Background: an optimization exercise with open tools, aiming at small area. Do not read the settings as production practice. Where RTL was checked, it was by simulation tests only, not by an equivalence proof against the original. Function not checked in runs 4 and 5: the RTL went through the layout flow alone. No activity file was given, so power comes from the tool's default toggle rates.

**design.v**
```verilog
module ospi_flash(
    input wire clk,
    output wire [7:0] OSPI_IO_out,
    output wire OSPI_IO_oe,
    input wire OSPI_CS,
    input wire reset_n,
    input wire write_enable,
    input wire read_enable,
    input wire erase_enable,
    input wire [7:0] data_in,
    input wire [23:0] address,
    output reg [7:0] data_out,
    input wire HOLD_N,
    input wire [1:0] mode
);
    reg hold_active;
    reg ph;                        
    reg [7:0] st [0:255];          
    wire [7:0] a = address[7:0];
    wire act = !hold_active && !OSPI_CS;
    wire we  = reset_n && act && (write_enable || erase_enable);
    wire [7:0] wdn = ~((erase_enable ? 8'hFF : data_in) ^ {8{ph}});
    wire [7:0] wd;
    genvar k;
    generate
        for (k = 0; k < 8; k = k + 1) begin : g_wd
            ospi_nand2 u_wd (.a(we), .b(wdn[k]), .y(wd[k]));
        end
    endgenerate
    wire [7:0] an = ~a;
    wire [15:0] pan, pbn, pa, pb;
    genvar i, j, b;
    generate
        for (i = 0; i < 16; i = i + 1) begin : g_pre
            ospi_nand4 u_pan (.a(i & 1 ? a[0] : an[0]), .b(i & 2 ? a[1] : an[1]),
                              .c(i & 4 ? a[2] : an[2]), .d(i & 8 ? a[3] : an[3]), .y(pan[i]));
            ospi_nand4 u_pbn (.a(i & 1 ? a[4] : an[4]), .b(i & 2 ? a[5] : an[5]),
                              .c(i & 4 ? a[6] : an[6]), .d(i & 8 ? a[7] : an[7]), .y(pbn[i]));
            ospi_inv u_pa (.a(pan[i]), .y(pa[i]));
            ospi_inv u_pb (.a(pbn[i]), .y(pb[i]));
        end
    endgenerate
    wire wen = ~we;
    wire [255:0] sn, w;
    wire [7:0] nx [0:255];
    wire [7:0] hit [0:127];
    generate
        for (j = 0; j < 16; j = j + 1) begin : g_hi
            for (i = 0; i < 16; i = i + 1) begin : g_lo
                localparam integer R = 16 * j + i;
                ospi_nand2 u_sn (.a(pa[i]), .b(pb[j]), .y(sn[R]));
                ospi_nor2  u_w  (.a(sn[R]), .b(wen), .y(w[R]));
                for (b = 0; b < 8; b = b + 1) begin : g_bit
                    ospi_oai22 u_nx (.a1(st[R][b]), .a2(w[R]), .b1(wd[b]), .b2(sn[R]), .y(nx[R][b]));
                end
                always @(posedge clk)
                    st[R] <= nx[R];
            end
        end
        for (i = 0; i < 128; i = i + 1) begin : g_pair
            for (b = 0; b < 8; b = b + 1) begin : g_bit
                ospi_oai22 u_hit (.a1(st[2*i][b]), .a2(sn[2*i]), .b1(st[2*i+1][b]), .b2(sn[2*i+1]), .y(hit[i][b]));
            end
        end
    endgenerate
    wire [7:0] l2 [0:7];
    wire [7:0] l3 [0:3];
    wire [7:0] sel;
    generate
        for (b = 0; b < 8; b = b + 1) begin : g_or
            for (i = 0; i < 8; i = i + 1) begin : g_l2
                ospi_or16 u (.x({hit[16*i+15][b], hit[16*i+14][b], hit[16*i+13][b], hit[16*i+12][b],
                                 hit[16*i+11][b], hit[16*i+10][b], hit[16*i+9][b],  hit[16*i+8][b],
                                 hit[16*i+7][b],  hit[16*i+6][b],  hit[16*i+5][b],  hit[16*i+4][b],
                                 hit[16*i+3][b],  hit[16*i+2][b],  hit[16*i+1][b],  hit[16*i][b]}),
                             .y(l2[i][b]));
            end
            for (i = 0; i < 4; i = i + 1) begin : g_l3
                ospi_nor2 u (.a(l2[2*i][b]), .b(l2[2*i+1][b]), .y(l3[i][b]));
            end
            ospi_nand4 u_l4 (.a(l3[0][b]), .b(l3[1][b]), .c(l3[2][b]), .d(l3[3][b]), .y(sel[b]));
        end
    endgenerate
    wire [7:0] d = sel ^ {8{~ph}};
    always @(posedge clk)
        ph <= ~ph;
    always @(posedge clk or negedge reset_n) begin
        if (!reset_n) begin
            data_out <= 8'hFF;
            hold_active <= 1'b0;
        end else begin
            hold_active <= !HOLD_N;
            if (act && read_enable)
                data_out <= d;
        end
    end
    assign OSPI_IO_oe = act && read_enable;
    wire [3:0] m;
    wire [7:0] p1 = {d[3:0], d[7:4]};
    wire [7:0] p2 = {d[1:0], d[3:2], d[5:4], d[7:6]};
    wire [7:0] p3 = {d[0], d[1], d[2], d[3], d[4], d[5], d[6], d[7]};
    generate
        for (i = 0; i < 4; i = i + 1) begin : g_mode
            assign m[i] = OSPI_IO_oe && (mode == i);
        end
        for (b = 0; b < 8; b = b + 1) begin : g_out
            ospi_ao4 u_o (.d({p3[b], p2[b], p1[b], d[b]}), .e(m), .y(OSPI_IO_out[b]));
        end
    endgenerate
endmodule
module ospi_oai22(input wire a1, input wire a2, input wire b1, input wire b2, output wire y);
    assign y = ~((a1 | a2) & (b1 | b2));
endmodule
module ospi_nand2(input wire a, input wire b, output wire y);
    assign y = ~(a & b);
endmodule
module ospi_nor2(input wire a, input wire b, output wire y);
    assign y = ~(a | b);
endmodule
module ospi_or16(input wire [15:0] x, output wire y);
    assign y = |x;
endmodule
module ospi_nand4(input wire a, input wire b, input wire c, input wire d, output wire y);
    assign y = ~(a & b & c & d);
endmodule
module ospi_ao4(input wire [3:0] d, input wire [3:0] e, output wire y);
    assign y = |(d & e);
endmodule
module ospi_inv(input wire a, output wire y);
    assign y = ~a;
endmodule
```
**flow/run.sh**
```bash
#!/bin/bash
# The standard layout, with two changes: port buffers use the smallest
# buffer cell, and clock tree synthesis inserts no dummy loads.
set -euo pipefail
export BUFFER_PORTS_ARGS="-buffer_cell sky130_fd_sc_hd__buf_1"
export CTS_ARGS="-sink_clustering_enable -repair_clock_nets -dont_use_dummy_load -buf_list sky130_fd_sc_hd__clkbuf_4 -sink_clustering_buffer sky130_fd_sc_hd__clkbuf_8 -sink_clustering_size 18 -sink_clustering_max_diameter 60"
bash standard.sh > standard.log 2>&1
```
**standard.sh**
```bash
#!/bin/bash
# synth_recipe.tcl (not shown) runs the flow's synth.tcl, then flattens the netlist and writes it again
# the make line also repeats each setting of config.mk as NAME=value (left out here)
make -C /OpenROAD-flow-scripts/flow DESIGN_CONFIG=/design/flow/config.mk WORK_HOME=/design/flow/orfs CLKGATE_MAP_FILE= SYNTH_SCRIPT=/design/flow/synth_recipe.tcl "${@:-finish}"
```
**config.mk**
```make
export PLATFORM = sky130hd
export DESIGN_NAME = ospi_flash
export DESIGN_NICKNAME = ospi_flash
export VERILOG_FILES = /design/flow/design.v
export SDC_FILE = /design/flow/constraint.sdc
export NUM_CORES = 8
export LEC_CHECK = 0
export CAP_MARGIN = 25
export CORE_MARGIN = 2
export CORE_UTILIZATION = 80
export CTS_BUF_LIST = sky130_fd_sc_hd__clkbuf_16
export CTS_CLUSTER_DIAMETER = 80
export CTS_CLUSTER_SIZE = 30
export PLACE_DENSITY = 0.9
export SLEW_MARGIN = 25
export SYNTH_HIERARCHICAL = 1
export SYNTH_MINIMUM_KEEP_SIZE = 0
```
**constraint.sdc**
```tcl
create_clock -name core_clock -period 14.0 [get_ports {clk}]
set_input_delay 2.8000 -clock core_clock [delete_from_list [all_inputs] [get_ports {clk}]]
set_output_delay 2.8000 -clock core_clock [all_outputs]
set_load 0.01 [all_outputs]
```
==> results of run 1 <==
-- modules after synthesis (local to each module, per instance) --
module / flops+latches / area (µm²) / copies in the design / cells inside
ospi_flash: 2058 / 41700 / 1 / 2111
ospi_or16: 0 / 31.3 / 64 / 5
ospi_ao4: 0 / 18.8 / 8 / 3
ospi_nand4: 0 / 6.26 / 40 / 1
ospi_oai22: 0 / 6.26 / 3072 / 1
ospi_inv: 0 / 3.75 / 32 / 1
ospi_nand2: 0 / 3.75 / 264 / 1
ospi_nor2: 0 / 3.75 / 288 / 1
-- cells by family (layout without fill, tap and decap cells) --
group	count (synthesis)	in the layout	share of synthesized area
muxes	8	8	0.00166
and+or+nand+nor	935	935	0.0680
AOI/OAI and AO/OA	3089	3089	0.295
buffers and inverters	45	256	0.00281
xor gates and xnor gates	16	16	0.00214
other	0	13	0
DFF	2058	2058	0.630
-- routing by layer --
layer  wire length (µm)  track usage  up-vias
li1                   -            -    26300
met1              73100        0.593    28000
met2              86700        0.669     3985
met3              24000       0.0951      906
met4              14300        0.298        8
met5                 54            0        -
-- registers in the layout, summed over array words and instances (netlist names) --
name and flops:
hold_active 1, st 2048, data_out 8, ph 1
-- per-stage QoR --
stage,util,power (mW)
after floorplan,-,6.40
after global placement,0.833,6.53
after detailed placement,0.833,6.55
after CTS,0.855,8.89
after global routing,0.855,9.16
final,0.856,8.95
-- final timing paths --
check                            from        endpoint  slack, ps  depth (start not counted)
setup / recovery           address[0]  OSPI_IO_out[1]       2830                         15
setup reg to reg                   ph        st[9][7]       9860                          6
min in group asynchronous     reset_n     hold_active       1660                          1
hold / removal             st[198][3]      st[198][3]        450                          1
hold reg to reg            st[198][3]      st[198][3]        450                          1
max in group asynchronous     reset_n     data_out[1]      11980                          1
-- power by group --
group | internal [mW] | switching [mW] | total, mW
Combinational | 0.125 | 0.272 | 0.397
Clock | 0.797 | 1.70 | 2.50
Sequential | 5.99 | 0.0708 | 6.06
-- cell type report --
type	count	area, µm²
timing repair buffer	81	528
multi-input combinational	4048	24100
inverter	42	158
fill	4523	11700
antenna	13	32.5
sequential	2058	41300
tap	1060	1330
clock buffer	133	1720
-- cell usage in the layout, fill, tap and decap left out, types with 2 or more instances in the layout --
| cell | n |
|---|---|
| sky130_fd_sc_hd__o22ai_1 | 3072 |
| sky130_fd_sc_hd__a22oi_1 | 16 |
| sky130_fd_sc_hd__dfstp_2 | 8 |
| sky130_fd_sc_hd__buf_12 | 4 |
| sky130_fd_sc_hd__nand2_4 | 8 |
| sky130_fd_sc_hd__inv_1 | 37 |
| sky130_fd_sc_hd__nor2_1 | 296 |
| sky130_fd_sc_hd__clkbuf_4 | 17 |
| sky130_fd_sc_hd__clkbuf_8 | 116 |
| sky130_fd_sc_hd__xnor2_1 | 16 |
| sky130_fd_sc_hd__inv_2 | 5 |
| sky130_fd_sc_hd__buf_4 | 34 |
| sky130_fd_sc_hd__dfxtp_1 | 2049 |
| sky130_fd_sc_hd__mux2_4 | 5 |
| sky130_fd_sc_hd__and3b_2 | 2 |
| sky130_fd_sc_hd__buf_1 | 41 |
| sky130_fd_sc_hd__nand4_1 | 104 |
| sky130_fd_sc_hd__mux2_2 | 3 |
| sky130_fd_sc_hd__nand2_1 | 264 |
| sky130_fd_sc_hd__diode_2 | 13 |
| sky130_fd_sc_hd__nor4_1 | 255 |
==> Implementation_results.wiki, run 1 <==
{| class="wikitable"
! Metric !! Value
|-
| Remaining max-slew budget at the tightest pin || 0.256
|-
| Min-Delay Path Class || reg -> reg
|-
| Final period util || 0.798
|-
| Crit path launch type || input port
|-
| Number of nets still failing antenna checks after routing || 0
|-
| Async set-reset flop share out of synthesis || 0.00437
|-
| Setup repair after global routing missed its margin || no
|-
| PwrDens || 129 nW/µm²
|-
| Delay of the slowest cell on the worst path || 760 ps
|-
| Worst path slowest cell || sky130_fd_sc_hd__nor4_1
|-
| Number of nets in the final layout || 6405
|-
| Post-synth top area share || 0.626
|-
| Worst VDD drop || 0.120 mV
|-
| Number of unique standard cell types used by synthesis || 23
|-
| Portion of the post-synthesis area used by sequential elements || 0.630
|-
| Post-CTS Setup Inserts || 0
|-
| Total wire length || 198000 µm
|-
| Share of layout cells above drive strength 1 || 0.0330
|-
| Result of the run || timing/DRC/antenna clean
|-
| Most frequent cell after synthesis || sky130_fd_sc_hd__o22ai_1
|-
| Largest area contributor in the netlist || sky130_fd_sc_hd__dfxtp_1
|-
| Aggregate global-route resource usage || 0.448
|-
| Total Neg Setup Slack || 0 ps
|-
| Count of boundary I/O pins || 58
|-
| Hold Buf Count CTS || 0
|-
| Non-filler cells, final || 7435
|-
| Final hold slack || 448 ps
|-
| Via count of the first global-routing pass || 54100
|-
| Final Slew Violations || 0
|-
| Average size of a mapped cell || 10.6 µm²
|-
| Count of final setup violators || 0
|-
| Hold violation total from the final report || 0
|-
| Initial Utilization || 0.810
|-
| Worst path required time || 11200 ps
|-
| Die ar. || 84200 µm²
|-
| Number of buffers inserted during clock tree synthesis || 133
|-
| Post-detailed-placement cell area || 67300 µm²
|-
| Chip Height || 290 µm
|-
| Number of violations reported at the end of detailed-routing iteration 0 || 7745
|-
| Top cells by area, synth || sky130_fd_sc_hd__dfxtp_1 63%, sky130_fd_sc_hd__o22ai_1 29%, sky130_fd_sc_hd__nor4_1 2.4%, sky130_fd_sc_hd__nor2_1 1.7%, sky130_fd_sc_hd__nand2_1 1.6%
|-
| Worst setup path category || in -> out
|-
| Placed cell count || 7287
|-
| CTS clock-pin slew for the worst setup and hold paths || 100 ps
|-
| Count of mapped cells out of synthesis || 6151
|-
| Flip-flop cell with the highest count after synthesis || sky130_fd_sc_hd__dfxtp_1
|-
| Total half-perimeter wirelength after legalization and detailed placement || 120000 µm
|-
| Setup Slack @ Placement || 3770 ps
|-
| Aggregate global routing overflow || 0
|-
| Smallest setup slack after layout || 2830 ps
|-
| Warning count from the yosys run || 9
|-
| Area growth from synthesis to layout || 5.59%
|-
| Standard-cell row count || 104
|-
| DR vias || 59200
|-
| Avg Vias per Cell || 7.96
|-
| Number of instances resized during post-cts repair || 0
|-
| Total DRC errors in the routed layout || 0
|-
| CTS tree || done
|-
| List of cells traversed by the critical path || buf_1 -> inv_1 -> nand4_1 -> inv_1 -> buf_4 -> nand2_1 -> o22ai_1 -> nor4_1 -> nand4_1 -> nor2_1 -> nand4_1 -> xnor2_1 -> a22oi_1 -> nand2_1 -> buf_1
|-
| Antenna violations before repair || 8
|-
| First-pass iteration count of the detailed router || 9
|-
| Wire length of the first global-routing pass || 302000 µm
|-
| RePlAce Congestion || 1.00
|-
| Leakage dissipation || 26.0 nW
|-
| PortBufs || 41
|-
| Critical path capture point type || output pin
|-
| EDFF count, synth || 0
|-
| Maximum fanout encountered on the critical timing path || 17
|-
| Clock sink count || 2058
|-
| Library cell used as clock root buffer || sky130_fd_sc_hd__clkbuf_4
|-
| Bufs on Longest Clock Path || 3
|-
| Source-to-sink clock delay at the later pin of the worst-skew pair || 1090 ps
|-
| Post-route clock skew || 77.6 ps
|-
| Synthesized netlist net count || 6192
|-
| Slew at the pin closest to its max-slew limit || 1120 ps
|-
| Buf+Inv Stages, Crit Path || 5
|-
| Timing-limited maximum frequency || 89.6 MHz
|-
| Most instantiated cells after synthesis || 3072 x sky130_fd_sc_hd__o22ai_1, 2049 x sky130_fd_sc_hd__dfxtp_1, 296 x sky130_fd_sc_hd__nor2_1
|-
| Area of the mapped netlist || 65500 µm²
|-
| H-Tree Depth || 4
|-
| Final worst path period need || 11170 ps
|-
| Gate family responsible for the most delay along the worst path || simple AND/OR/NAND/NOR gates
|-
| Number of max-capacitance violations reported || 0
|-
| Flip-flop and latch count after synthesis || 2058
|-
| Post-route standard cell area excluding fillers || 69100 µm²
|-
| Routed wire per std cell || 26.7 µm
|-
| Area of the core || 80800 µm²
|-
| Critical path arrival || 8370 ps
|-
| Width of the die || 290 µm
|-
| Critical path's most frequent cell || sky130_fd_sc_hd__nand4_1
|-
| Largest net degree at the start of global routing || 185
|}
==> run 2: changes to the inputs <==
==> flow/run.sh (replaced) <==
#!/bin/bash
# The standard layout, with two changes: port buffers use the smallest
# buffer cell, and clock tree synthesis inserts no dummy loads.
set -euo pipefail
export BUFFER_PORTS_ARGS="-buffer_cell sky130_fd_sc_hd__buf_1"
export CTS_ARGS="-sink_clustering_enable -repair_clock_nets -dont_use_dummy_load -buf_list sky130_fd_sc_hd__clkbuf_4 -sink_clustering_size 10 -sink_clustering_max_diameter 40"
bash standard.sh > standard.log 2>&1
==> run 2 against run 1 <==
Net effect: first-iteration DRC count shrank 3.3%; non-clock buffer count did not move; critical path type unchanged; die area did not move.
==> Implementation_results.wiki, run 2 <==
{| class="wikitable"
! Metric !! Value
|-
| Result of the run || timing/DRC/antenna clean (unchanged)
|-
| Critical path capture point type || output pin (unchanged)
|-
| Number of buffers inserted during clock tree synthesis || 227 (was 133)
|-
| Startpoint of the tightest hold check path || st[79][1] (was st[198][3])
|-
| Register with the most flip-flops || st (unchanged)
|-
| CTS tree || done (unchanged)
|-
| Number of nets in the final layout || 6499 (was 6405)
|-
| Number of instances resized during post-cts repair || 0 (unchanged)
|-
| Avg Vias per Cell || 7.95 (was 7.96)
|-
| Most frequent cell after synthesis || sky130_fd_sc_hd__o22ai_1 (unchanged)
|-
| Source-to-sink clock delay at the later pin of the worst-skew pair || 1200 ps (was 1090 ps)
|-
| Leading cell type in the layout, fill and taps excluded || sky130_fd_sc_hd__o22ai_1 (unchanged)
|-
| Share of layout cells above drive strength 1 || 0.0469 (was 0.0330)
|-
| Post-route standard cell area excluding fillers || 69100 µm² (about the same)
|-
| Async set-reset flop share out of synthesis || 0.00437 (unchanged)
|-
| Top cells by area, synth || sky130_fd_sc_hd__dfxtp_1 63%, sky130_fd_sc_hd__o22ai_1 29%, sky130_fd_sc_hd__nor4_1 2.4%, sky130_fd_sc_hd__nor2_1 1.7%, sky130_fd_sc_hd__nand2_1 1.6% (unchanged)
|-
| Flip-flop and latch count after synthesis || 2058 (unchanged)
|-
| Area of the core || 80800 µm² (unchanged)
|-
| Most instantiated cells after synthesis || 3072 x sky130_fd_sc_hd__o22ai_1, 2049 x sky130_fd_sc_hd__dfxtp_1, 296 x sky130_fd_sc_hd__nor2_1 (unchanged)
|-
| Post-route clock skew || 107 ps (was 77.6 ps)
|-
| Clock sink count || 2058 (unchanged)
|-
| Count of final setup violators || 0 (unchanged)
|-
| Most frequent cells in the layout || 3072 x sky130_fd_sc_hd__o22ai_1, 2049 x sky130_fd_sc_hd__dfxtp_1, 296 x sky130_fd_sc_hd__nor2_1 (unchanged)
|-
| DR vias || 59800 (was 59200)
|-
| Timing-limited maximum frequency || 91.5 MHz (was 89.6 MHz)
|-
| PortBufs || 41 (unchanged)
|-
| Worst setup path category || in -> out (unchanged)
|-
| Final worst path period need || 10930 ps (was 11170 ps)
|-
| Area growth from synthesis to layout || 5.54% (was 5.59%)
|-
| Routed wire per std cell || 26.3 µm (was 26.7 µm)
|-
| Aggregate global-route resource usage || 0.448 (about the same)
|-
| Critical path origin || address[2] (was address[0])
|-
| Final hold slack || 448 ps (about the same)
|-
| Aggregate global routing overflow || 0 (unchanged)
|-
| Total wire length || 198000 µm (about the same)
|-
| Portion of the post-synthesis area used by sequential elements || 0.630 (unchanged)
|-
| Total Neg Setup Slack || 0 ps (unchanged)
|-
| PwrDens || 129 nW/µm² (about the same)
|-
| First-pass iteration count of the detailed router || 9 (unchanged)
|-
| Initial Utilization || 0.810 (unchanged)
|-
| Largest net degree at the start of global routing || 185 (unchanged)
|-
| Standard-cell row count || 104 (unchanged)
|-
| CTS clock-pin slew for the worst setup and hold paths || 90 ps (was 100 ps)
|-
| Number of flip-flops in the largest register || 2048 (unchanged)
|-
| Average size of a mapped cell || 10.6 µm² (unchanged)
|-
| Count of cells along the worst register-to-register path || 6 (unchanged)
|-
| Warning count from the yosys run || 9 (unchanged)
|-
| Final period util || 0.781 (was 0.798)
|-
| Antenna violations before repair || 4 (was 8)
|-
| Wire length of the first global-routing pass || 302000 µm (about the same)
|-
| Post-CTS Setup Inserts || 0 (unchanged)
|-
| Setup repair after global routing missed its margin || no (unchanged)
|-
| Hold Buf Count CTS || 0 (unchanged)
|-
| Die ar. || 84200 µm² (unchanged)
|-
| Post-synth top area share || 0.626 (unchanged)
|-
| Count of boundary I/O pins || 58 (unchanged)
|-
| Remaining max-slew budget at the tightest pin || 0.231 (was 0.256)
|-
| Worst hold path depth || 1 (unchanged)
|-
| Post-detailed-placement cell area || 67300 µm² (unchanged)
|-
| Number of violations reported at the end of detailed-routing iteration 0 || 7493 (was 7745)
|-
| Critical path arrival || 8130 ps (was 8370 ps)
|-
| Via count of the first global-routing pass || 54800 (was 54100)
|-
| Leakage dissipation || 26.2 nW (was 26.0 nW)
|-
| Chip Height || 290 µm (unchanged)
|-
| Min-Delay Path Class || reg -> reg (unchanged)
|-
| Bufs on Longest Clock Path || 3 (unchanged)
|-
| H-Tree Depth || 4 (unchanged)
|-
| Flip-flop cell with the highest count after synthesis || sky130_fd_sc_hd__dfxtp_1 (unchanged)
|-
| Total DRC errors in the routed layout || 0 (unchanged)
|-
| Total half-perimeter wirelength after legalization and detailed placement || 120000 µm (unchanged)
|-
| Slew at the pin closest to its max-slew limit || 1150 ps (was 1120 ps)
|-
| Maximum fanout encountered on the critical timing path || 17 (unchanged)
|-
| Number of max-capacitance violations reported || 0 (unchanged)
|-
| Number of nets still failing antenna checks after routing || 0 (unchanged)
|-
| Library cell used as clock root buffer || sky130_fd_sc_hd__clkbuf_4 (unchanged)
|-
| Critical register-to-register path startpoint || ph (unchanged)
|-
| Synthesized netlist net count || 6192 (unchanged)
|-
| Area of the mapped netlist || 65500 µm² (unchanged)
|-
| RePlAce Congestion || 1.00 (unchanged)
|-
| EDFF count, synth || 0 (unchanged)
|-
| Final Slew Violations || 0 (unchanged)
|-
| Count of mapped cells out of synthesis || 6151 (unchanged)
|-
| Width of the die || 290 µm (unchanged)
|-
| Largest registers ranked by flip-flop count || st: 2048 flops, data_out: 8 flops (unchanged)
|-
| Crit path launch type || input port (unchanged)
|-
| Hold violation total from the final report || 0 (unchanged)
|-
| Worst path required time || 11200 ps (about the same)
|-
| Number of unique standard cell types used by synthesis || 23 (unchanged)
|-
| Largest area contributor in the netlist || sky130_fd_sc_hd__dfxtp_1 (unchanged)
|-
| Worst VDD drop || 0.110 mV (was 0.120 mV)
|}
-- run 2: cell count changes in the layout (fill, tap and decap cells not counted) --
cell / delta
sky130_fd_sc_hd__buf_12: -1
sky130_fd_sc_hd__nor4_1: +1
sky130_fd_sc_hd__buf_4: +1
sky130_fd_sc_hd__clkbuf_4: +210
sky130_fd_sc_hd__diode_2: -4
sky130_fd_sc_hd__nor4_2: -1
sky130_fd_sc_hd__buf_6: -1
sky130_fd_sc_hd__clkbuf_8: -116
sky130_fd_sc_hd__buf_16: +1
-- run 2: final cells by class --
class                           count  area, µm²
Clock buffer                      227       1700
Antenna cell                        9       22.5
Sequential cell                  2058      41300
Timing Repair Buffer               81        532
Fill cell                        4571      11700
Multi-Input combinational cell   4048      24100
Tap cell                         1060       1330
Inverter                           42        158
-- run 2: metal layers --
| layer | wire (µm) | global-route usage | up-vias |
|---|---|---|---|
| li1 | - | - | 26600 |
| met4 | 13700 | 0.297 | 2 |
| met2 | 87200 | 0.673 | 4155 |
| met3 | 24000 | 0.0980 | 921 |
| met1 | 72800 | 0.586 | 28200 |
| met5 | 16 | 0 | - |
-- run 2: path summary, 6_finish.rpt --
kind,end,slack [ps]
max,OSPI_IO_out[0],3070
min,st[79][1],450
max reg2reg,st[78][7],9770
min reg2reg,st[79][1],450
max in group asynchronous,data_out[7],12040
min in group asynchronous,hold_active,1540
-- run 2: per-stage QoR --
step	util	cells	setup slack [ps]	power, mW
CTS	0.854	7514	3760	8.90
floorplan	-	6151	6360	6.40
global route	0.855	7519	3090	9.18
detailed placement	0.833	7287	3770	6.55
finish	0.855	7525	3070	8.94
global placement	0.833	7287	3840	6.53
-- run 2: cell families (layout without fill, tap and decap cells) --
logic type | after synthesis | count (layout) | synth area share
simple gates | 935 | 935 | 0.0680
compound gates | 3089 | 3089 | 0.295
mux | 8 | 8 | 0.00166
flops | 2058 | 2058 | 0.630
other cells | 0 | 9 | 0
buf+inv | 45 | 350 | 0.00281
xor+xnor | 16 | 16 | 0.00214
-- run 2: worst max-delay path, cell delays in order --
cell and delay (ps):
sky130_fd_sc_hd__buf_1 280, sky130_fd_sc_hd__inv_1 210, sky130_fd_sc_hd__nand4_1 130, sky130_fd_sc_hd__inv_1 400, sky130_fd_sc_hd__buf_4 440, sky130_fd_sc_hd__nand2_1 460
sky130_fd_sc_hd__o22ai_1 260, sky130_fd_sc_hd__nor4_1 740, sky130_fd_sc_hd__nand4_1 350, sky130_fd_sc_hd__nor2_1 620, sky130_fd_sc_hd__nand4_1 470, sky130_fd_sc_hd__xnor2_1 520
sky130_fd_sc_hd__a22oi_1 170, sky130_fd_sc_hd__nand2_1 100, sky130_fd_sc_hd__buf_1 150
-- run 2: modules after synthesis (local to each module, per instance) --
module      cell area, µm²  times used
ospi_inv              3.75          32
ospi_or16             31.3          64
ospi_ao4              18.8           8
ospi_flash           41700           1
ospi_nand4            6.26          40
ospi_nor2             3.75         288
ospi_oai22            6.26        3072
ospi_nand2            3.75         264
-- run 2: power breakdown --
part           internal (mW)  switching (mW)
sequential              5.99          0.0704
combinational          0.125           0.269
clock                  0.740            1.75
total                   6.85            2.09
==> run 3: changes to the inputs <==
--- a/design.v
+++ b/design.v
@@ -28,7 +28,7 @@
         end
     endgenerate
     wire [7:0] an = ~a;
-    wire [15:0] pan, pbn, pa, pb;
+    wire [15:0] pan, pbn, pa0, pa1, pb;
     genvar i, j, b;
     generate
         for (i = 0; i < 16; i = i + 1) begin : g_pre
@@ -36,7 +36,8 @@
                               .c(i & 4 ? a[2] : an[2]), .d(i & 8 ? a[3] : an[3]), .y(pan[i]));
             ospi_nand4 u_pbn (.a(i & 1 ? a[4] : an[4]), .b(i & 2 ? a[5] : an[5]),
                               .c(i & 4 ? a[6] : an[6]), .d(i & 8 ? a[7] : an[7]), .y(pbn[i]));
-            ospi_inv u_pa (.a(pan[i]), .y(pa[i]));
+            ospi_inv u_pa0 (.a(pan[i]), .y(pa0[i]));
+            ospi_inv u_pa1 (.a(pan[i]), .y(pa1[i]));
             ospi_inv u_pb (.a(pbn[i]), .y(pb[i]));
         end
     endgenerate
@@ -48,7 +49,7 @@
         for (j = 0; j < 16; j = j + 1) begin : g_hi
             for (i = 0; i < 16; i = i + 1) begin : g_lo
                 localparam integer R = 16 * j + i;
-                ospi_nand2 u_sn (.a(pa[i]), .b(pb[j]), .y(sn[R]));
+                ospi_nand2 u_sn (.a(j < 8 ? pa0[i] : pa1[i]), .b(pb[j]), .y(sn[R]));
                 ospi_nor2  u_w  (.a(sn[R]), .b(wen), .y(w[R]));
                 for (b = 0; b < 8; b = b + 1) begin : g_bit
                     ospi_oai22 u_nx (.a1(st[R][b]), .a2(w[R]), .b1(wd[b]), .b2(sn[R]), .y(nx[R][b]));
==> flow/run.sh (replaced) <==
#!/bin/bash
# The standard layout, with two changes: port buffers use the smallest
# buffer cell, and clock tree synthesis inserts no dummy loads.
set -euo pipefail
export BUFFER_PORTS_ARGS="-buffer_cell sky130_fd_sc_hd__buf_1"
export CTS_ARGS="-sink_clustering_enable -repair_clock_nets -dont_use_dummy_load -buf_list sky130_fd_sc_hd__clkbuf_4 -sink_clustering_buffer sky130_fd_sc_hd__clkbuf_8 -sink_clustering_size 18 -sink_clustering_max_diameter 60"
bash standard.sh > standard.log 2>&1
==> run 3 against run 2 <==
Net effect: cell count down 1.2%; count of clock-buffer cells in the layout down 94; still clean on timing, DRC and antenna; synthesized cell count up 0.26%; maximum frequency up 1.3%; cell area about the same; routed wire length down 1.3%; clock skew down 0.79 ps; first-iteration DRC count up 20%.
==> Implementation_results.wiki, run 3 <==
{| class="wikitable"
! Metric !! Value
|-
| Final Slew Violations || 0 (unchanged)
|-
| CTS clock-pin slew for the worst setup and hold paths || 60 ps (was 90 ps)
|-
| Setup repair after global routing missed its margin || no (unchanged)
|-
| Worst VDD drop || 0.117 mV (was 0.110 mV)
|-
| Avg Vias per Cell || 7.98 (was 7.95)
|-
| CTS tree || done (unchanged)
|-
| Total half-perimeter wirelength after legalization and detailed placement || 121000 µm (was 120000 µm)
|-
| H-Tree Depth || 4 (unchanged)
|-
| Hold Buf Count CTS || 0 (unchanged)
|-
| Largest area contributor in the netlist || sky130_fd_sc_hd__dfxtp_1 (unchanged)
|-
| Number of violations reported at the end of detailed-routing iteration 0 || 9027 (was 7493)
|-
| Smallest setup slack after layout || 3210 ps (was 3070 ps)
|-
| Fillcell total || 4472 (was 4571)
|-
| Top cells by area, synth || sky130_fd_sc_hd__dfxtp_1 63%, sky130_fd_sc_hd__o22ai_1 29%, sky130_fd_sc_hd__nor4_1 2.4%, sky130_fd_sc_hd__nor2_1 1.7%, sky130_fd_sc_hd__nand2_1 1.6% (unchanged)
|-
| Final worst path period need || 10790 ps (was 10930 ps)
|-
| Most frequent cells in the layout || 3072 x sky130_fd_sc_hd__o22ai_1, 2049 x sky130_fd_sc_hd__dfxtp_1, 296 x sky130_fd_sc_hd__nor2_1 (unchanged)
|-
| RePlAce Congestion || 0.928 (was 1.00)
|-
| Die ar. || 84200 µm² (about the same)
|-
| Library cell used as clock root buffer || sky130_fd_sc_hd__clkbuf_4 (unchanged)
|-
| Remaining max-slew budget at the tightest pin || 0.203 (was 0.231)
|-
| Switching Fraction || 0.227 (was 0.234)
|-
| Clock sink count || 2058 (unchanged)
|-
| Largest net degree at the start of global routing || 195 (was 185)
|-
| Area growth from synthesis to layout || 5.42% (was 5.54%)
|-
| Number of unique standard cell types used by synthesis || 23 (unchanged)
|-
| Flip-flop and latch count after synthesis || 2058 (unchanged)
|-
| Slew at the pin closest to its max-slew limit || 1200 ps (was 1150 ps)
|-
| Initial Utilization || 0.811 (was 0.810)
|-
| Critical path capture point type || output pin (unchanged)
|-
| Area of the core || 80800 µm² (unchanged)
|-
| Min-Delay Path Class || reg -> reg (unchanged)
|-
| Post-route clock skew || 106 ps (was 107 ps)
|-
| Crit path launch type || input port (unchanged)
|-
| Count of mapped cells out of synthesis || 6167 (was 6151)
|-
| Standard-cell row count || 104 (unchanged)
|-
| Post-CTS Setup Inserts || 0 (unchanged)
|-
| Via count of the first global-routing pass || 54000 (was 54800)
|-
| Int Power || 6.91 mW (was 6.85 mW)
|-
| Aggregate global routing overflow || 0 (unchanged)
|-
| Synthesized netlist net count || 6208 (was 6192)
|-
| Register with the most flip-flops || st (unchanged)
|-
| Number of buffers inserted during clock tree synthesis || 133 (was 227)
|-
| NetSw || 2.03 mW (was 2.09 mW)
|-
| Post-route standard cell area excluding fillers || 69100 µm² (about the same)
|-
| Leakage dissipation || 26.1 nW (was 26.2 nW)
|-
| EDFF count, synth || 0 (unchanged)
|-
| Result of the run || timing/DRC/antenna clean (unchanged)
|-
| Wire length of the first global-routing pass || 298000 µm (was 302000 µm)
|-
| Combinational Power Share || 0.044 (about the same)
|-
| Flop-to-flop setup slack || 9130 ps (was 9770 ps)
|-
| Largest registers ranked by flip-flop count || st: 2048 flops, data_out: 8 flops (unchanged)
|-
| Number of nets in the final layout || 6410 (was 6499)
|-
| Leading cell type in the layout, fill and taps excluded || sky130_fd_sc_hd__o22ai_1 (unchanged)
|-
| Antenna violations before repair || 12 (was 4)
|-
| Total wire length || 195000 µm (was 198000 µm)
|-
| Portion of the post-synthesis area used by sequential elements || 0.629 (was 0.630)
|-
| Post-detailed-placement cell area || 67300 µm² (about the same)
|-
| Number of flip-flops in the largest register || 2048 (unchanged)
|-
| Warning count from the yosys run || 9 (unchanged)
|-
| Timing-limited maximum frequency || 92.7 MHz (was 91.5 MHz)
|-
| PortBufs || 41 (unchanged)
|-
| Number of instances resized during post-cts repair || 0 (unchanged)
|-
| Source-to-sink clock delay at the later pin of the worst-skew pair || 1120 ps (was 1200 ps)
|-
| Chip Height || 290 µm (about the same)
|-
| Hold violation total from the final report || 0 (unchanged)
|-
| Most instantiated cells after synthesis || 3072 x sky130_fd_sc_hd__o22ai_1, 2049 x sky130_fd_sc_hd__dfxtp_1, 296 x sky130_fd_sc_hd__nor2_1 (unchanged)
|-
| Worst setup path category || in -> out (unchanged)
|-
| Average size of a mapped cell || 10.6 µm² (about the same)
|-
| Count of final setup violators || 0 (unchanged)
|-
| Async set-reset flop share out of synthesis || 0.00437 (unchanged)
|-
| Bufs on Longest Clock Path || 3 (unchanged)
|-
| Width of the die || 290 µm (about the same)
|-
| First-pass iteration count of the detailed router || 10 (was 9)
|-
| Total DRC errors in the routed layout || 0 (unchanged)
|-
| Setup Slack @ Placement || 3810 ps (was 3770 ps)
|-
| Routed wire per std cell || 26.3 µm (about the same)
|-
| Count of boundary I/O pins || 58 (unchanged)
|-
| Worst path required time || 11200 ps (about the same)
|-
| PwrDens || 129 nW/µm² (about the same)
|-
| Clock share of power || 0.278 (was 0.279)
|-
| Maximum fanout encountered on the critical timing path || 17 (unchanged)
|-
| Number of nets still failing antenna checks after routing || 0 (unchanged)
|-
| Critical path arrival || 7990 ps (was 8130 ps)
|-
| Flip-flop cell with the highest count after synthesis || sky130_fd_sc_hd__dfxtp_1 (unchanged)
|-
| Total Neg Setup Slack || 0 ps (unchanged)
|-
| Most frequent cell after synthesis || sky130_fd_sc_hd__o22ai_1 (unchanged)
|-
| DR vias || 59300 (was 59800)
|-
| Share of layout cells above drive strength 1 || 0.0305 (was 0.0469)
|-
| Final period util || 0.771 (was 0.781)
|-
| Area of the mapped netlist || 65500 µm² (about the same)
|-
| Aggregate global-route resource usage || 0.441 (was 0.448)
|-
| Post-synth top area share || 0.626 (about the same)
|-
| Fraction of power consumed by sequential logic || 0.678 (was 0.677)
|-
| Number of max-capacitance violations reported || 0 (unchanged)
|}
## run 3: cell count changes in the layout (fill, tap and decap cells not counted)
cell,change
sky130_fd_sc_hd__inv_1,+20
sky130_fd_sc_hd__inv_2,-4
sky130_fd_sc_hd__buf_6,+1
sky130_fd_sc_hd__clkbuf_8,+116
sky130_fd_sc_hd__buf_4,-12
sky130_fd_sc_hd__clkbuf_16,+1
sky130_fd_sc_hd__buf_12,+1
sky130_fd_sc_hd__buf_16,-2
sky130_fd_sc_hd__diode_2,-2
sky130_fd_sc_hd__clkbuf_4,-210
## run 3: cells by family after synthesis
group,share of synthesized area
AOI/OAI and AO/OA,0.295
xor gates and xnor gates,0.00214
buffers and inverters,0.00372
DFF,0.629
muxes,0.00166
and+or+nand+nor,0.0680
## run 3: path summary, 6_finish.rpt
path                       startpoint        endpoint  depth (start not counted)
setup reg to reg                   ph       st[85][4]                          7
hold / removal             st[202][1]      st[202][1]                          1
max in group asynchronous     reset_n     data_out[7]                          2
hold reg to reg            st[202][1]      st[202][1]                          1
min in group asynchronous     reset_n     hold_active                          2
setup / recovery           address[4]  OSPI_IO_out[0]                         14
## run 3: final cells by class
class                   count  area [µm²]  area share
flip-flops and latches   2058       41300       0.597
repair buffers             70         443     0.00641
inverters                  58         218     0.00315
diodes                      7        17.5    0.000253
well taps                1060        1330      0.0192
multi-input cells        4048       24100       0.349
clock buffers             133        1720      0.0250
## run 3: routing by layer
layer	GRT usage	share of wire
met1	0.589	0.37
met2	0.650	0.43
met3	0.112	0.13
met4	0.268	0.069
met5	0	0.00048
## run 3: power by group through the flow
| stage | clock network (mW) | logic, mW | registers, mW |
|---|---|---|---|
| after global placement | 0 | 0.351 | 6.18 |
| after global routing | 2.68 | 0.396 | 6.07 |
| after floorplan | 0 | 0.221 | 6.17 |
| after detailed placement | 0 | 0.365 | 6.19 |
| after CTS | 2.47 | 0.366 | 6.05 |
| final | 2.49 | 0.390 | 6.06 |
## run 3: per-module statistics from Yosys, one instance, submodules excluded
module      flops+latches  times used  area, µm²
ospi_nand2              0         264       3.75
ospi_nor2               0         288       3.75
ospi_inv                0          48       3.75
ospi_nand4              0          40       6.26
ospi_oai22              0        3072       6.26
ospi_or16               0          64       31.3
ospi_flash           2058           1      41700
ospi_ao4                0           8       18.8
## run 3: critical path, stage by stage
cell	delay, ps
sky130_fd_sc_hd__buf_1	390
sky130_fd_sc_hd__inv_1	340
sky130_fd_sc_hd__nand4_1	310
sky130_fd_sc_hd__inv_1	390
sky130_fd_sc_hd__nand2_1	570
sky130_fd_sc_hd__o22ai_1	260
sky130_fd_sc_hd__nor4_1	720
sky130_fd_sc_hd__nand4_1	430
sky130_fd_sc_hd__nor2_1	470
sky130_fd_sc_hd__nand4_1	210
sky130_fd_sc_hd__xnor2_1	600
sky130_fd_sc_hd__a22oi_1	190
sky130_fd_sc_hd__nand2_1	130
sky130_fd_sc_hd__buf_1	160
## run 3: metrics by stage
| stage | total power, mW | std cells | utilization | hold slack, ps |
|---|---|---|---|---|
| floorplan | 6.40 | 6167 | - | 422 |
| global placement | 6.53 | 7292 | 0.833 | 429 |
| detailed placement | 6.55 | 7292 | 0.833 | 438 |
| CTS | 8.89 | 7425 | 0.854 | 447 |
| global route | 9.15 | 7433 | 0.855 | 460 |
| finish | 8.93 | 7434 | 0.855 | 443 |
==> run 4: changes to the inputs <==
==> design.v (replaced) <==
module ospi_flash(
    input wire clk,
    output wire [7:0] OSPI_IO_out,
    output wire OSPI_IO_oe,
    input wire OSPI_CS,
    input wire reset_n,
    input wire write_enable,
    input wire read_enable,
    input wire erase_enable,
    input wire [7:0] data_in,
    input wire [23:0] address,
    output reg [7:0] data_out,
    input wire HOLD_N,
    input wire [1:0] mode
);
    reg hold_active;
    reg ph;                        
    reg [7:0] st [0:255];          
    wire [7:0] a = address[7:0];
    wire act = !hold_active && !OSPI_CS;
    wire we  = reset_n && act && (write_enable || erase_enable);
    wire [7:0] wv = (erase_enable ? 8'hFF : data_in) ^ {8{ph}};
    wire [7:0] c0 = (we && !a[0]) ? wv : 8'hFF;
    wire [7:0] c1 = (we &&  a[0]) ? wv : 8'hFF;
    wire [15:0] pan16, pbwn, pb16;
    wire [7:0] pa8;
    genvar i, j, b;
    generate
        for (i = 0; i < 16; i = i + 1) begin : g_pre16
            assign pan16[i] = ~(a[3:0] == i);
            assign pb16[i]  = (a[7:4] == i);
            assign pbwn[i]  = ~(we & pb16[i]);
        end
        for (i = 0; i < 8; i = i + 1) begin : g_pre8
            assign pa8[i] = (a[3:1] == i);
        end
    endgenerate
    wire [127:0] sn;
    wire [255:0] w;
    wire [7:0] nx [0:255];
    generate
        for (j = 0; j < 16; j = j + 1) begin : g_hi
            for (i = 0; i < 8; i = i + 1) begin : g_row
                ospi_nand2 u_sn (.a(pa8[i]), .b(pb16[j]), .y(sn[8*j+i]));
            end
            for (i = 0; i < 16; i = i + 1) begin : g_byte
                localparam integer R = 16 * j + i;
                ospi_nor2 u_w (.a(pan16[i]), .b(pbwn[j]), .y(w[R]));
                for (b = 0; b < 8; b = b + 1) begin : g_bit
                    ospi_oai22 u_nx (.a1(st[R][b]), .a2(w[R]), .b1(R % 2 ? c1[b] : c0[b]), .b2(sn[R/2]),
                                     .y(nx[R][b]));
                end
                always @(posedge clk)
                    st[R] <= nx[R];
            end
        end
    endgenerate
    wire [7:0] hit0 [0:63];
    wire [7:0] hit1 [0:63];
    generate
        for (i = 0; i < 64; i = i + 1) begin : g_pair
            for (b = 0; b < 8; b = b + 1) begin : g_bit
                ospi_oai22 u_h0 (.a1(st[4*i][b]),   .a2(sn[2*i]), .b1(st[4*i+2][b]), .b2(sn[2*i+1]), .y(hit0[i][b]));
                ospi_oai22 u_h1 (.a1(st[4*i+1][b]), .a2(sn[2*i]), .b1(st[4*i+3][b]), .b2(sn[2*i+1]), .y(hit1[i][b]));
            end
        end
    endgenerate
    wire [3:0] q0 [0:7];
    wire [3:0] q1 [0:7];
    wire [7:0] rd;
    generate
        for (b = 0; b < 8; b = b + 1) begin : g_or
            for (i = 0; i < 4; i = i + 1) begin : g_grp
                ospi_or16 u0 (.x({hit0[16*i+15][b], hit0[16*i+14][b], hit0[16*i+13][b], hit0[16*i+12][b],
                                  hit0[16*i+11][b], hit0[16*i+10][b], hit0[16*i+9][b],  hit0[16*i+8][b],
                                  hit0[16*i+7][b],  hit0[16*i+6][b],  hit0[16*i+5][b],  hit0[16*i+4][b],
                                  hit0[16*i+3][b],  hit0[16*i+2][b],  hit0[16*i+1][b],  hit0[16*i][b]}),
                              .y(q0[b][i]));
                ospi_or16 u1 (.x({hit1[16*i+15][b], hit1[16*i+14][b], hit1[16*i+13][b], hit1[16*i+12][b],
                                  hit1[16*i+11][b], hit1[16*i+10][b], hit1[16*i+9][b],  hit1[16*i+8][b],
                                  hit1[16*i+7][b],  hit1[16*i+6][b],  hit1[16*i+5][b],  hit1[16*i+4][b],
                                  hit1[16*i+3][b],  hit1[16*i+2][b],  hit1[16*i+1][b],  hit1[16*i][b]}),
                              .y(q1[b][i]));
            end
            ospi_pick u_pick (.x0(q0[b]), .x1(q1[b]), .s(a[0]), .y(rd[b]));
        end
    endgenerate
    wire [7:0] d = rd ^ {8{ph}};
    always @(posedge clk)
        ph <= ~ph;
    always @(posedge clk or negedge reset_n) begin
        if (!reset_n) begin
            data_out <= 8'hFF;
            hold_active <= 1'b0;
        end else begin
            hold_active <= !HOLD_N;
            if (act && read_enable)
                data_out <= d;
        end
    end
    assign OSPI_IO_oe = act && read_enable;
    wire [3:0] m;
    generate
        for (i = 0; i < 4; i = i + 1) begin : g_mode
            assign m[i] = OSPI_IO_oe && (mode == i);
        end
    endgenerate
    wire [7:0] p1 = {d[3:0], d[7:4]};
    wire [7:0] p2 = {d[1:0], d[3:2], d[5:4], d[7:6]};
    wire [7:0] p3 = {d[0], d[1], d[2], d[3], d[4], d[5], d[6], d[7]};
    generate
        for (b = 0; b < 8; b = b + 1) begin : g_out
            ospi_ao4 u_o (.d({p3[b], p2[b], p1[b], d[b]}), .e(m), .y(OSPI_IO_out[b]));
        end
    endgenerate
endmodule
module ospi_oai22(input wire a1, input wire a2, input wire b1, input wire b2, output wire y);
    assign y = ~((a1 | a2) & (b1 | b2));
endmodule
module ospi_nand2(input wire a, input wire b, output wire y);
    assign y = ~(a & b);
endmodule
module ospi_nor2(input wire a, input wire b, output wire y);
    assign y = ~(a | b);
endmodule
module ospi_or16(input wire [15:0] x, output wire y);
    assign y = |x;
endmodule
module ospi_pick(input wire [3:0] x0, input wire [3:0] x1, input wire s, output wire y);
    assign y = s ? ~|x1 : ~|x0;
endmodule
module ospi_ao4(input wire [3:0] d, input wire [3:0] e, output wire y);
    assign y = |(d & e);
endmodule
==> run.sh (new file) <==
#!/bin/bash
# synth_recipe.tcl (not shown) runs the flow's synth.tcl, then flattens the netlist and writes it again
# the make line also repeats each setting of config.mk as NAME=value (left out here)
make -C /OpenROAD-flow-scripts/flow DESIGN_CONFIG=/design/flow/config.mk WORK_HOME=/design/flow/orfs CLKGATE_MAP_FILE= SYNTH_SCRIPT=/design/flow/synth_recipe.tcl finish
==> config.mk (replaced) <==
export PLATFORM = sky130hd
export DESIGN_NAME = ospi_flash
export DESIGN_NICKNAME = ospi_flash
export VERILOG_FILES = /design/flow/design.v
export SDC_FILE = /design/flow/constraint.sdc
export NUM_CORES = 8
export LEC_CHECK = 0
export CAP_MARGIN = 40
export CORE_MARGIN = 2
export CORE_UTILIZATION = 75
export CTS_BUF_LIST = sky130_fd_sc_hd__clkbuf_16
export CTS_CLUSTER_DIAMETER = 80
export CTS_CLUSTER_SIZE = 30
export PLACE_DENSITY = 0.85
export SLEW_MARGIN = 40
export SYNTH_HIERARCHICAL = 1
export SYNTH_MINIMUM_KEEP_SIZE = 0
removed: flow/run.sh
removed: standard.sh
==> run 4 against run 3 <==
Net effect: highest routed layer unchanged; combinational power about the same; power increased by 2.6%; area after synthesis decreased by 0.49%; largest power group unchanged; still clean; largest cell class unchanged; global-route usage increased by 1.0 points; cell count increased by 0.22%.
==> Implementation_results.wiki, run 4 <==
{| class="wikitable"
! Metric !! Value
|-
| Flip-flop and latch count after synthesis || 2058 (unchanged)
|-
| Critical path capture point type || output pin (unchanged)
|-
| Area of the mapped netlist || 65200 µm² (was 65500 µm²)
|-
| Area of combinational cells with multiple inputs || 24300 µm² (was 24100 µm²)
|-
| Library cell used as clock root buffer || sky130_fd_sc_hd__clkbuf_16 (was sky130_fd_sc_hd__clkbuf_4)
|-
| Setup Slack @ Placement || 2480 ps (was 3810 ps)
|-
| Async set-reset flop share out of synthesis || 0.00437 (unchanged)
|-
| Worst path slowest cell || sky130_fd_sc_hd__clkdlybuf4s50_1 (was sky130_fd_sc_hd__nor4_1)
|-
| Chip Height || 299 µm (was 290 µm)
|-
| Crit path launch type || input port (unchanged)
|-
| Worst path required time || 11200 ps (about the same)
|-
| Standard-cell row count || 108 (was 104)
|-
| Count of mapped cells out of synthesis || 6027 (was 6167)
|-
| Number of nets still failing antenna checks after routing || 0 (unchanged)
|-
| Largest registers ranked by flip-flop count || st: 2048 flops, data_out: 8 flops (unchanged)
|-
| Top cells by area, synth || sky130_fd_sc_hd__dfxtp_1 63%, sky130_fd_sc_hd__o22ai_1 30%, sky130_fd_sc_hd__nor4_1 2.5%, sky130_fd_sc_hd__nor2_1 1.5%, sky130_fd_sc_hd__nand2_1 0.84% (was sky130_fd_sc_hd__dfxtp_1 63%, sky130_fd_sc_hd__o22ai_1 29%, sky130_fd_sc_hd__nor4_1 2.4%, sky130_fd_sc_hd__nor2_1 1.7%, sky130_fd_sc_hd__nand2_1 1.6%)
|-
| Final Slew Violations || 0 (unchanged)
|-
| CTS clock-pin slew for the worst setup and hold paths || 110 ps (was 60 ps)
|-
| H-Tree Depth || 3 (was 4)
|-
| Area occupied by registers || 41300 µm² (about the same)
|-
| Buf+Inv Stages, Crit Path || 3 (was 4)
|-
| Share of layout cells above drive strength 1 || 0.0588 (was 0.0305)
|-
| Avg Vias per Cell || 7.95 (was 7.98)
|-
| Area of the core || 86500 µm² (was 80800 µm²)
|-
| Result of the run || timing/DRC/antenna clean (unchanged)
|-
| Worst Hold End || st[203][4] (was st[202][1])
|-
| Number of flip-flops in the largest register || 2048 (unchanged)
|-
| Endpoint of the worst-slack reg-to-reg timing path || data_out[1] (was st[85][4])
|-
| Area growth from synthesis to layout || 8.53% (was 5.42%)
|-
| Clock sink count || 2058 (unchanged)
|-
| Fillcell total || 5324 (was 4472)
|-
| Min-Delay Path Class || reg -> reg (unchanged)
|-
| Via count of the first global-routing pass || 53700 (was 54000)
|-
| Most instantiated cells after synthesis || 3080 x sky130_fd_sc_hd__o22ai_1, 2049 x sky130_fd_sc_hd__dfxtp_1, 268 x sky130_fd_sc_hd__nor2_1 (was 3072 x sky130_fd_sc_hd__o22ai_1, 2049 x sky130_fd_sc_hd__dfxtp_1, 296 x sky130_fd_sc_hd__nor2_1)
|-
| Post-route clock skew || 26.1 ps (was 106 ps)
|-
| Delay of the slowest cell on the worst path || 830 ps (was 720 ps)
|-
| Antenna violations before repair || 16 (was 12)
|-
| Aggregate global routing overflow || 0 (unchanged)
|-
| Number of violations reported at the end of detailed-routing iteration 0 || 8243 (was 9027)
|-
| List of cells traversed by the critical path || clkdlybuf4s50_1 -> nand2b_1 -> nor2_1 -> nand2_1 -> buf_4 -> o22ai_1 -> nor4_1 -> nand4_1 -> or4b_1 -> o22ai_1 -> xor2_1 -> a22oi_1 -> nand2_1 -> clkdlybuf4s50_1 (was buf_1 -> inv_1 -> nand4_1 -> inv_1 -> nand2_1 -> o22ai_1 -> nor4_1 -> nand4_1 -> nor2_1 -> nand4_1 -> xnor2_1 -> a22oi_1 -> nand2_1 -> buf_1)
|-
| Largest area contributor in the netlist || sky130_fd_sc_hd__dfxtp_1 (unchanged)
|-
| Number of buffers inserted during clock tree synthesis || 78 (was 133)
|-
| Initial Utilization || 0.754 (was 0.811)
|-
| Slew at the pin closest to its max-slew limit || 1050 ps (was 1200 ps)
|-
| Average size of a mapped cell || 10.8 µm² (was 10.6 µm²)
|-
| Routed wire per std cell || 28.4 µm (was 26.3 µm)
|-
| Total Neg Setup Slack || 0 ps (unchanged)
|-
| Remaining max-slew budget at the tightest pin || 0.297 (was 0.203)
|-
| PortBufs || 41 (unchanged)
|-
| Critical register-to-register path startpoint || st[215][1] (was ph)
|-
| First-pass iteration count of the detailed router || 18 (was 10)
|-
| DR vias || 59200 (was 59300)
|-
| Register with the most flip-flops || st (unchanged)
|-
| Number of instances resized during post-cts repair || 0 (unchanged)
|-
| Number of max-capacitance violations reported || 0 (unchanged)
|-
| Portion of the post-synthesis area used by sequential elements || 0.633 (was 0.629)
|-
| Die ar. || 89300 µm² (was 84200 µm²)
|-
| Smallest setup slack after layout || 2120 ps (was 3210 ps)
|-
| EDFF count, synth || 0 (unchanged)
|-
| Bufs on Longest Clock Path || 3 (unchanged)
|-
| Warning count from the yosys run || 9 (unchanged)
|-
| Critical path arrival || 9080 ps (was 7990 ps)
|-
| Wire length of the first global-routing pass || 316000 µm (was 298000 µm)
|-
| RePlAce Congestion || 0.952 (was 0.928)
|-
| Leading cell type in the layout, fill and taps excluded || sky130_fd_sc_hd__o22ai_1 (unchanged)
|-
| Hold Buf Count CTS || 0 (unchanged)
|-
| Startpoint of the tightest hold check path || st[203][4] (was st[202][1])
|-
| Post-synth top area share || 0.629 (was 0.626)
|-
| Source-to-sink clock delay at the later pin of the worst-skew pair || 690 ps (was 1120 ps)
|-
| Flip-flop cell with the highest count after synthesis || sky130_fd_sc_hd__dfxtp_1 (unchanged)
|-
| Post-CTS Setup Inserts || 0 (unchanged)
|-
| Aggregate global-route resource usage || 0.451 (was 0.441)
|-
| Fraction of the core area covered by cells at the end of the flow || 0.818 (was 0.855)
|-
| Leakage dissipation || 26.5 nW (was 26.1 nW)
|-
| Worst hold path depth || 1 (unchanged)
|-
| Count of boundary I/O pins || 58 (unchanged)
|-
| Flop-to-flop setup slack || 10310 ps (was 9130 ps)
|-
| Width of the die || 299 µm (was 290 µm)
|-
| Largest net degree at the start of global routing || 129 (was 195)
|-
| Total wire length || 212000 µm (was 195000 µm)
|-
| Synthesized netlist net count || 6068 (was 6208)
|-
| CTS tree || done (unchanged)
|-
| Worst setup path category || in -> out (unchanged)
|-
| Number of unique standard cell types used by synthesis || 32 (was 23)
|-
| Most frequent cells in the layout || 3080 x sky130_fd_sc_hd__o22ai_1, 2048 x sky130_fd_sc_hd__dfxtp_1, 264 x sky130_fd_sc_hd__nor2_1 (was 3072 x sky130_fd_sc_hd__o22ai_1, 2049 x sky130_fd_sc_hd__dfxtp_1, 296 x sky130_fd_sc_hd__nor2_1)
|-
| Total half-perimeter wirelength after legalization and detailed placement || 136000 µm (was 121000 µm)
|-
| Maximum fanout encountered on the critical timing path || 17 (unchanged)
|-
| Final period util || 0.848 (was 0.771)
|-
| Final worst path period need || 11880 ps (was 10790 ps)
|-
| Number of nets in the final layout || 6326 (was 6410)
|-
| Total DRC errors in the routed layout || 0 (unchanged)
|-
| PwrDens || 129 nW/µm² (about the same)
|-
| Count of final setup violators || 0 (unchanged)
|-
| Setup repair after global routing missed its margin || no (unchanged)
|-
| Gate family responsible for the most delay along the worst path || simple AND/OR/NAND/NOR gates (unchanged)
|-
| Worst VDD drop || 0.134 mV (was 0.117 mV)
|-
| Hold violation total from the final report || 0 (unchanged)
|-
| Count of cells along the worst register-to-register path || 7 (unchanged)
|-
| Timing-limited maximum frequency || 84.2 MHz (was 92.7 MHz)
|-
| Most frequent cell after synthesis || sky130_fd_sc_hd__o22ai_1 (unchanged)
|}
-- run 4: cell count changes after synthesis, moves of 8 or more --
cell                       before   now
sky130_fd_sc_hd__inv_1         57     2
sky130_fd_sc_hd__nand2_1      272   146
sky130_fd_sc_hd__nand2b_1       0    12
sky130_fd_sc_hd__nand4_1      104    80
sky130_fd_sc_hd__nor2_1       296   268
sky130_fd_sc_hd__nor3_1         1    16
sky130_fd_sc_hd__o211ai_1       0    16
sky130_fd_sc_hd__o21a_1         0     9
sky130_fd_sc_hd__o22ai_1     3072  3080
sky130_fd_sc_hd__or4_1          0     8
sky130_fd_sc_hd__or4b_1         0     8
sky130_fd_sc_hd__xnor2_1       16     0
sky130_fd_sc_hd__xor2_1         0     8
-- run 4: power breakdown --
group,total [mW],internal (mW),switching [mW]
Clock,2.77,1.05,1.71
Sequential,6.01,5.95,0.0525
Combinational,0.389,0.133,0.256
-- run 4: metrics by stage --
stage                     hold WS (ps)  power, mW  cells  area (µm²)
final                              449       9.16   7450       70800
after global routing               458       9.36   7448       70800
after CTS                          452       9.12   7442       70600
after detailed placement           438       6.50   7356       68500
after global placement             430       6.48   7335       68000
after floorplan                    422       6.31   6027       65200
-- run 4: final cells by class --
cell class | count | area share
well taps | 1155 | 0.0204
clock inverters | 5 | 0.000866
clock buffers | 81 | 0.0286
diodes | 4 | 0.000141
flip-flops and latches | 2058 | 0.583
repair buffers | 193 | 0.0237
inverters | 3 | 0.000336
multi-input cells | 3951 | 0.343
-- run 4: metal layers --
metal | up-vias | part of all wire | track usage
li1 | 26000 | - | -
met1 | 28400 | 0.38 | 0.612
met2 | 3889 | 0.41 | 0.637
met3 | 855 | 0.14 | 0.129
met4 | 20 | 0.075 | 0.286
met5 | - | 0.00086 | 0.00582
-- run 4: worst max-delay path by stage --
stage,from,endpoint,slack [ps],cells past startpoint
after CTS,address[1],OSPI_IO_out[7],2440,14
after floorplan,address[1],OSPI_IO_out[0],5380,10
after global placement,address[4],OSPI_IO_out[2],2410,13
final,address[5],OSPI_IO_out[7],2120,14
after detailed placement,address[1],OSPI_IO_out[7],2480,14
after global routing,address[5],OSPI_IO_out[2],2160,14
-- run 4: logic make-up after synthesis --
family / count (synthesis) / share of synthesized area
AO/OA/AOI/OAI: 3121 / 0.300
flip-flops: 2058 / 0.633
AND/OR/NAND/NOR: 814 / 0.0630
buffers and inverters: 18 / 0.00148
XOR/XNOR: 8 / 0.00107
multiplexers: 8 / 0.00184
-- run 4: Yosys stat by module (local to each module, per instance) --
module	cells	flops+latches	area, µm²	copies in the design
ospi_nor2	1	0	3.75	256
ospi_pick	3	0	23.8	8
ospi_or16	5	0	31.3	64
ospi_oai22	1	0	6.26	3072
ospi_flash	2203	2058	42200	1
ospi_nand2	1	0	3.75	128
ospi_ao4	3	0	18.8	8
==> run 5: changes to the inputs <==
--- a/config.mk
+++ b/config.mk
@@ -5,13 +5,13 @@
 export SDC_FILE = /design/flow/constraint.sdc
 export NUM_CORES = 8
 export LEC_CHECK = 0
-export CAP_MARGIN = 40
+export CAP_MARGIN = 25
 export CORE_MARGIN = 2
 export CORE_UTILIZATION = 75
 export CTS_BUF_LIST = sky130_fd_sc_hd__clkbuf_16
 export CTS_CLUSTER_DIAMETER = 80
 export CTS_CLUSTER_SIZE = 30
 export PLACE_DENSITY = 0.85
-export SLEW_MARGIN = 40
+export SLEW_MARGIN = 25
 export SYNTH_HIERARCHICAL = 1
 export SYNTH_MINIMUM_KEEP_SIZE = 0
==> run 5 against run 4 <==
Net effect: cell count barely moved; still clean on timing, DRC and antenna; largest cell class unchanged; critical endpoint unchanged; register-to-register slack worse by 170 ps; maximum frequency rose by 0.26%; synthesized cell count stayed put; area after synthesis stayed put; non-clock buffer count shrank 3; critical path type unchanged.
==> Implementation_results.wiki, run 5 <==
{| class="wikitable"
! Metric !! Value
|-
| Slew at the pin closest to its max-slew limit || 1290 ps (was 1050 ps)
|-
| Largest registers ranked by flip-flop count || st: 2048 flops, data_out: 8 flops (unchanged)
|-
| Count of mapped cells out of synthesis || 6027 (unchanged)
|-
| Number of buffers inserted during clock tree synthesis || 78 (unchanged)
|-
| Average size of a mapped cell || 10.8 µm² (unchanged)
|-
| Width of the die || 299 µm (unchanged)
|-
| Area of the core || 86500 µm² (unchanged)
|-
| Total half-perimeter wirelength after legalization and detailed placement || 135000 µm (was 136000 µm)
|-
| First-pass iteration count of the detailed router || 7 (was 18)
|-
| PortBufs || 41 (unchanged)
|-
| Most frequent cells in the layout || 3080 x sky130_fd_sc_hd__o22ai_1, 2049 x sky130_fd_sc_hd__dfxtp_1, 266 x sky130_fd_sc_hd__nor2_1 (was 3080 x sky130_fd_sc_hd__o22ai_1, 2048 x sky130_fd_sc_hd__dfxtp_1, 264 x sky130_fd_sc_hd__nor2_1)
|-
| Leakage dissipation || 26.5 nW (about the same)
|-
| Bufs on Longest Clock Path || 3 (unchanged)
|-
| Largest net degree at the start of global routing || 129 (unchanged)
|-
| Worst path required time || 11200 ps (about the same)
|-
| Antenna violations before repair || 13 (was 16)
|-
| Number of max-capacitance violations reported || 0 (unchanged)
|-
| Setup repair after global routing missed its margin || no (unchanged)
|-
| Flip-flop and latch count after synthesis || 2058 (unchanged)
|-
| Worst VDD drop || 0.123 mV (was 0.134 mV)
|-
| Clock sink count || 2058 (unchanged)
|-
| Largest area contributor in the netlist || sky130_fd_sc_hd__dfxtp_1 (unchanged)
|-
| Source-to-sink clock delay at the later pin of the worst-skew pair || 700 ps (was 690 ps)
|-
| Number of violations reported at the end of detailed-routing iteration 0 || 8514 (was 8243)
|-
| Hold Buf Count CTS || 0 (unchanged)
|-
| RePlAce Congestion || 0.952 (unchanged)
|-
| Routing usage on met3 || 0.130 (was 0.129)
|-
| Number of nets still failing antenna checks after routing || 0 (unchanged)
|-
| Final hold slack || 449 ps (about the same)
|-
| CTS clock-pin slew for the worst setup and hold paths || 100 ps (was 110 ps)
|-
| Initial Utilization || 0.754 (unchanged)
|-
| Top cells by area, synth || sky130_fd_sc_hd__dfxtp_1 63%, sky130_fd_sc_hd__o22ai_1 30%, sky130_fd_sc_hd__nor4_1 2.5%, sky130_fd_sc_hd__nor2_1 1.5%, sky130_fd_sc_hd__nand2_1 0.84% (unchanged)
|-
| Flop-to-flop setup slack || 10140 ps (was 10310 ps)
|-
| Final period util || 0.846 (was 0.848)
|-
| Worst setup path category || in -> out (unchanged)
|-
| CTS tree || done (unchanged)
|-
| Share of layout cells above drive strength 1 || 0.0518 (was 0.0588)
|-
| Die ar. || 89300 µm² (unchanged)
|-
| Chip Height || 299 µm (unchanged)
|-
| GR met2 Demand/Resource || 0.642 (was 0.637)
|-
| Routed wire per std cell || 28.4 µm (about the same)
|-
| Total DRC errors in the routed layout || 0 (unchanged)
|-
| DR vias || 59200 (about the same)
|-
| Number of unique standard cell types used by synthesis || 32 (unchanged)
|-
| Avg Vias per Cell || 7.94 (was 7.95)
|-
| GR met1 Demand/Resource || 0.614 (was 0.612)
|-
| Critical path capture point type || output pin (unchanged)
|-
| Count of boundary I/O pins || 58 (unchanged)
|-
| H-Tree Depth || 3 (unchanged)
|-
| Worst hold path depth || 1 (unchanged)
|-
| Hold violation total from the final report || 0 (unchanged)
|-
| Portion of the post-synthesis area used by sequential elements || 0.633 (unchanged)
|-
| Via count of the first global-routing pass || 53600 (was 53700)
|-
| Aggregate global-route resource usage || 0.450 (was 0.451)
|-
| Endpoint of the worst-slack reg-to-reg timing path || data_out[4] (was data_out[1])
|-
| Flip-flop cell with the highest count after synthesis || sky130_fd_sc_hd__dfxtp_1 (unchanged)
|-
| Maximum fanout encountered on the critical timing path || 17 (unchanged)
|-
| Critical register-to-register path startpoint || st[222][4] (was st[215][1])
|-
| Crit path launch type || input port (unchanged)
|-
| Most instantiated cells after synthesis || 3080 x sky130_fd_sc_hd__o22ai_1, 2049 x sky130_fd_sc_hd__dfxtp_1, 268 x sky130_fd_sc_hd__nor2_1 (unchanged)
|-
| Aggregate global routing overflow || 0 (unchanged)
|-
| GRT Max-Usage Layer || met2 (unchanged)
|-
| EDFF count, synth || 0 (unchanged)
|-
| Min-Delay Path Class || reg -> reg (unchanged)
|-
| Wire length of the first global-routing pass || 315000 µm (was 316000 µm)
|-
| Synthesized netlist net count || 6068 (unchanged)
|-
| Startpoint of the tightest hold check path || st[116][2] (was st[203][4])
|-
| Critical path arrival || 9050 ps (was 9080 ps)
|-
| Warning count from the yosys run || 9 (unchanged)
|-
| Post-CTS Setup Inserts || 0 (unchanged)
|-
| Worst Hold End || st[116][2] (was st[203][4])
|-
| Most frequent cell after synthesis || sky130_fd_sc_hd__o22ai_1 (unchanged)
|-
| Standard-cell row count || 108 (unchanged)
|-
| Number of instances resized during post-cts repair || 0 (unchanged)
|-
| Number of nets in the final layout || 6323 (was 6326)
|-
| Area growth from synthesis to layout || 8.25% (was 8.53%)
|-
| Async set-reset flop share out of synthesis || 0.00437 (unchanged)
|-
| Count of cells along the worst register-to-register path || 7 (unchanged)
|-
| Register with the most flip-flops || st (unchanged)
|-
| Final Slew Violations || 0 (unchanged)
|-
| Final worst path period need || 11850 ps (was 11880 ps)
|-
| Timing-limited maximum frequency || 84.4 MHz (was 84.2 MHz)
|-
| Total Neg Setup Slack || 0 ps (unchanged)
|-
| PwrDens || 130 nW/µm² (was 129 nW/µm²)
|-
| Area of the mapped netlist || 65200 µm² (unchanged)
|-
| Library cell used as clock root buffer || sky130_fd_sc_hd__clkbuf_16 (unchanged)
|-
| Leading cell type in the layout, fill and taps excluded || sky130_fd_sc_hd__o22ai_1 (unchanged)
|-
| Number of flip-flops in the largest register || 2048 (unchanged)
|-
| Post-route clock skew || 27.1 ps (was 26.1 ps)
|-
| Count of final setup violators || 0 (unchanged)
|-
| Remaining max-slew budget at the tightest pin || 0.132 (was 0.297)
|-
| Total wire length || 211000 µm (was 212000 µm)
|-
| Result of the run || timing/DRC/antenna clean (unchanged)
|-
| Post-synth top area share || 0.629 (unchanged)
|}
-- run 5: Yosys stat by module (local to each module, per instance), a selection --
module / cells inside / flops+latches / area, µm²
ospi_nor2: 1 / 0 / 3.75
ospi_flash: 2203 / 2058 / 42200
ospi_or16: 5 / 0 / 31.3
ospi_nand2: 1 / 0 / 3.75
ospi_pick: 3 / 0 / 23.8
ospi_oai22: 1 / 0 / 6.26
-- run 5: logic make-up (layout without fill, tap and decap cells) --
group	after synthesis	count (layout)	synth area share
AO/OA/AOI/OAI	3121	3121	0.300
XOR/XNOR	8	8	0.00107
buffers and inverters	18	281	0.00148
flip-flops	2058	2058	0.633
multiplexers	8	8	0.00184
other	0	7	0
AND/OR/NAND/NOR	814	814	0.0630
-- run 5: power breakdown --
part	switching, mW	total [mW]	internal (mW)
registers	0.0525	6.01	5.95
logic	0.255	0.385	0.131
clock network	1.72	2.78	1.07
-- run 5: routing by layer --
layer  wire (µm)  part of all wire
met5          68           0.00032
met4       14700             0.069
met1       79400              0.38
met2       88000              0.42
met3       29100              0.14
-- run 5: how the worst max path moves through the flow --
stage / startpoint / end
6_report: address[1] / OSPI_IO_out[7]
5_1_grt: address[4] / OSPI_IO_out[2]
4_1_cts: address[4] / OSPI_IO_out[2]
3_5_place_dp: address[4] / OSPI_IO_out[2]
3_3_place_gp: address[4] / OSPI_IO_out[2]
2_1_floorplan: address[1] / OSPI_IO_out[0]
-- run 5: critical path: stages --
cell and delay [ps]:
sky130_fd_sc_hd__clkdlybuf4s50_1 670, sky130_fd_sc_hd__and3b_1 510, sky130_fd_sc_hd__buf_4 360, sky130_fd_sc_hd__nand2_1 460, sky130_fd_sc_hd__buf_4 340, sky130_fd_sc_hd__o22ai_1 130, sky130_fd_sc_hd__nor4_1 780, sky130_fd_sc_hd__nand4_1 620
sky130_fd_sc_hd__or4b_1 670, sky130_fd_sc_hd__o22ai_1 430, sky130_fd_sc_hd__xor2_1 410, sky130_fd_sc_hd__a22oi_1 160, sky130_fd_sc_hd__nand2_1 120, sky130_fd_sc_hd__clkdlybuf4s50_1 550
-- run 5: final cells by class --
cell class	instances	area, µm²
antenna	7	17.5
tap	1155	1450
clock inverter	6	53.8
fill	5367	15900
sequential	2058	41300
inverter	3	23.8
multi-input combinational	3951	24100
clock buffer	82	2050
timing repair buffer	190	1670
-- run 5: per-stage QoR --
step	area (µm²)	worst slack, ps	utilization	cells	power [mW]
CTS	70200	2290	0.812	7429	9.12
global placement	68000	2410	0.786	7335	6.48
floorplan	65200	5380	-	6027	6.31
global route	70600	2190	0.816	7446	9.37
detailed placement	68100	2350	0.787	7341	6.49
finish	70600	2150	0.816	7452	9.17

Re-timed with assumed drivers on the ports (clkbuf_16 on the clock, buf_2 on other inputs), run 5 has 2.092 ns of setup slack against 2.153 ns with ideal ports, and 2.092 ns once port delays also move by the mid clock arrival of 0.757 ns.
